Source: an optimization exercise on an open RTL-to-GDS flow (aim: small area and a short achievable clock period). Production flows keep margins and buffers that such runs may drop. Function was checked by simulation only, so behaviour that the tests miss may differ from the original.

**design/flow/design.v**
```verilog
module PE(
    input wire CLK,                          
    input wire RESET,                        
    input wire EN,                           
    input wire SELECTOR,                     
    input wire W_EN,                          
    input wire signed[7:0]active_left,
    output reg signed[7:0]active_right,
    input wire signed[15:0]in_sum,
    output reg signed[15:0]out_sum,
    input wire signed[7:0]in_weight_above,
    output wire signed[7:0]out_weight_below
	);
    reg signed[7:0] weight_1; 
    reg signed[7:0] weight_2;
    always @(negedge RESET or posedge CLK )begin
        if(~RESET)
        begin
            out_sum <= 0;
            active_right <= 0;
            weight_1 <= 0;
            weight_2 <= 0;
        end
        else
        begin
            if(EN)
            begin
                active_right <= active_left;              
                if(SELECTOR)
                begin                                       
                    out_sum <= weight_2*active_left+in_sum;
                    if(W_EN)
                    begin
                        weight_1 = in_weight_above;
                    end
                end  
                else
                begin
                    out_sum <= weight_1*active_left+in_sum;
                    if(W_EN)
                    begin
                        weight_2 = in_weight_above;
                    end
                end             
            end
        end
    end
    assign out_weight_below = (SELECTOR)?weight_1 :weight_2;
endmodule
```
**design/flow/run.sh**
```bash
#!/bin/bash
# synth_recipe.tcl (not shown) runs the flow's synth.tcl, then flattens the netlist and writes it again
# the make line also repeats each setting of config.mk as NAME=value (left out here)
make -C /OpenROAD-flow-scripts/flow DESIGN_CONFIG=/design/flow/config.mk WORK_HOME=/design/flow/orfs CLKGATE_MAP_FILE= SYNTH_SCRIPT=/design/flow/synth_recipe.tcl finish
```
**design/flow/config.mk**
```make
export PLATFORM = sky130hd
export DESIGN_NAME = PE
export DESIGN_NICKNAME = PE
export VERILOG_FILES = /design/flow/design.v
export SDC_FILE = /design/flow/constraint.sdc
export NUM_CORES = 4
export LEC_CHECK = 0
export CAP_MARGIN = 20
export CORE_MARGIN = 2
export CORE_UTILIZATION = 40
export SETUP_SLACK_MARGIN = 0.5
export SLEW_MARGIN = 20
```
**design/flow/constraint.sdc**
```tcl
create_clock -name core_clock -period 5.5 [get_ports {CLK}]
set_input_delay 1.1000 -clock core_clock [delete_from_list [all_inputs] [get_ports {CLK}]]
set_output_delay 1.1000 -clock core_clock [all_outputs]
set_load 0.01 [all_outputs]
```
==> results.txt <==
final cells by class:
type                    instances  area share [%]
multi-input cells             536            63.4
repair buffers                180            17.7
flip-flops and latches         40            9.73
inverters                     135            4.96
well taps                     234            2.85
clock buffers                   6            1.25
clock inverters                 1          0.0487
repair inverters                1          0.0487
cells by family (layout without fill, tap and decap cells):
| group | count (synthesis) | in the layout |
|---|---|---|
| AOI/OAI and AO/OA | 76 | 76 |
| xor gates and xnor gates | 37 | 37 |
| adders and majority gates | 216 | 216 |
| buffers and inverters | 165 | 323 |
| DFF | 40 | 40 |
| muxes | 45 | 45 |
| and+or+nand+nor | 162 | 162 |
stage by stage:
stage | cell area, um^2 | std cells | setup slack [ns] | TNS (ns) | utilization [%]
2_1_floorplan | 7670 | 741 | 0.266 | 0 | -
3_3_place_gp | 9190 | 1096 | -0.381 | -2.20 | 49.4
3_5_place_dp | 9190 | 1096 | -0.454 | -2.84 | 49.4
4_1_cts | 10000 | 1129 | 0.341 | 0 | 54.0
5_1_grt | 10300 | 1133 | 0.230 | 0 | 55.4
6_report | 10300 | 1133 | 0.371 | 0 | 55.4
how the worst min path moves through the flow:
stage,end,slack [ns],depth (start not counted)
floorplan,out_sum[15],0.54,2
global placement,active_right[3],0.49,1
detailed placement,active_right[4],0.50,1
CTS,active_right[4],0.51,1
global route,active_right[3],0.52,1
finish,active_right[4],0.50,1
metal layers:
layer	wire length, um	GRT usage (%)	vias up	part of all wire (%)
li1	-	-	2618	-
met5	0	0	-	0
met2	9970	35.8	107	52
met1	8260	27.0	2830	43
met3	638	2.24	20	3.3
met4	301	5.00	0	1.6
worst max-delay path: stages:
cell and delay [ns]:
buf_4 0.11, buf_12 0.13, nand2_2 0.06, fa_1 0.51, fa_1 0.52, inv_2 0.05, fa_1 0.49, fa_1 0.54
fa_2 0.47, ha_4 0.30, o21ai_4 0.07, o21ai_4 0.22, a2111oi_4 0.10, or3b_1 0.35, mux2_4 0.27, o211ai_2 0.05
state kept, by name, summed over array words and instances, names as in the netlist:
register	cells
active_right	8
out_sum	16
weight_1	8
weight_2	8
timing repair:
action / in CTS / in global routing
hold buffers: 0 / 0
endpoints found under the setup margin: 10 / 8
gates cloned: 7 / 0
buffers inserted: 19 / 4
pin swaps: 69 / 52
resized for setup: 132 / 41
synth_stat cells, drive strengths merged (3+ instances only):
master / n / area, um^2
a21oi: 22 / 110
xor2: 4 / 35.0
nand2b: 3 / 18.8
xnor2: 33 / 289
fa: 142 / 2840
buf: 4 / 17.5
clkbuf: 26 / 97.6
mux2: 35 / 394
a211oi: 8 / 65.1
nor2b: 3 / 18.8
a21o: 8 / 61.3
mux2i: 10 / 100
o21ai: 20 / 104
and2: 64 / 400
dfrtp: 40 / 1000
inv: 135 / 507
nor2: 31 / 116
o21bai: 5 / 37.5
nand2: 53 / 199
ha: 74 / 926
==> impl_metrics.yaml <==
outcome:
  status: "no timing/DRC/antenna violations"
logic_synthesis:
  synthAdderAreaFrac_pct: 50.2
  synth_mux_area_share_pct: 6.58
  syn_avg_cell_area_um2: 10.1
  ys_ff_latch: 40
  synth.cell_area_mm2: 0.00751
  async_reset_ff_share_pct: 100
  synth_nets: 994
  ys_seq_area_share_pct: 13.3
  post_synth_xor_area_fraction_pct: 4.32
  ys.flop_type: "dfrtp_1"
  syn_inst: 741
  synth_simple_gate_area_share_pct: 10.7
  yosysWarnings: 1
  synth_compound_gate_area_share_pct: 6.58
  synth_top_family_by_area: "adder cells"
  synth_edf_count: 0
  synth_cell_types: 43
grt:
  grt_first_pass_wirelength_um: 31100
  gr-total-overflow: 0
  track_usage_pct: 20.3
  grt_max_degree: 41
  antenna_found_initial: 0
  grt_pass1_vias: 5989
clock_tree:
  cts_buffer_depth: 2
  clk_pin_slew_ns: 0.06
  cts_tree: "yes"
  clock-sinks: 40
  numCtsBuffers: 5
  clk_latency_ns: 0.30
  htree_levels: 2
  cts_root_buf: "clkbuf_16"
timing:
  setup_violations: 0
  rsz0062_at_grt: "true"
  finalCriticalPeriod_ns: 5.13
  whs_ns: 0.504
  hold_viol_final: 0
  tightest_slew_ns: 0.978
  finalMaxSlewViolations: 0
  fin_crit_sh_pct: 93.3
  clock.fmax_ghz: 0.195
  relSlewSlack_pct: 34.8
  clock_skew_ns: 0.00714
layout:
  layout_common_cells: "fa_1 (130), inv_1 (121), buf_4 (88)"
  areaGrowthSynthToFinish_pct: 37.0
  drive_gt1_share_pct: 29.6
  fill_cells: 1663
  nets: 1152
  multiInputGateArea_mm2: 0.00652
  mostFrequentLayoutCell: "fa_1"
  seq_area_mm2: 0.00100
  diodes: 0
floorplanning:
  fp.dieArea_mm2: 0.0199
  dieHeight_um: 141
  coreArea_mm2: 0.0186
  start_util_pct: 40.4
  ioPinCount: 69
  row_count: 50
  chipWidth_um: 141
hold_path:
  hp-start: "active_right[4]"
  hold_path_class: "register to register"
critical_path:
  reg2reg_to: "out_sum[15]"
  r2r_start: "weight_1[7]"
  critical_path_class: "input pin to register"
  r2r.worst_path.cells: 15
  r2r_slack_ns: 0.67
  crit_required_ns: 5.72
  crit_arrival_ns: 5.35
  worstPathMaxFanout: 7
  crit_end: "out_sum[15]"
  startpoint_type: "input pin"
  critPathLaunch: "active_left[3]"
  endpoint_kind: "register"
detailed_routing:
  dr_total_vias: 5575
  drc: 0
  ant_nets: 0
  wire_per_inst_um: 16.9
  wl_um: 19200
  dr.first_iter.drc_count: 153
  dr.pass1.iters: 4
  viasPerCell: 4.92
job:
  drv_cap: 0
placed_design:
  port_buffers: 68
  gp_congestion: 0.826
  hpwl_um: 15000

-- re-timing with driven ports --
The flow's constraints put no driver on any port. The routed layout listed below was extracted and timed again, unchanged, in two steps.
Step 1 (the two cells are an assumption about what drives the block):
set clk [get_ports {CLK}]
set_driving_cell -lib_cell sky130_fd_sc_hd__clkbuf_16 $clk
set_driving_cell -lib_cell sky130_fd_sc_hd__buf_2 [delete_from_list [all_inputs] $clk]
Step 2 moves the port delays by t, midway between the first and last clock arrival at a register: inputs arrive t later, outputs are due t later. That takes back most of the time a late clock gives input paths.
a / b / c = ideal ports / drivers / drivers and shift; a / b = the first two.
shift t [ns]: 0.335
setup WS [ns]: 0.371 / 0.379 / 0.045
worst setup path at the end: input to register
cell pins on the clock port's net: 1
After both steps this run still meets setup and hold. The setup slack of this run moves by +0.008 ns with the drivers and by -0.326 ns with both steps.
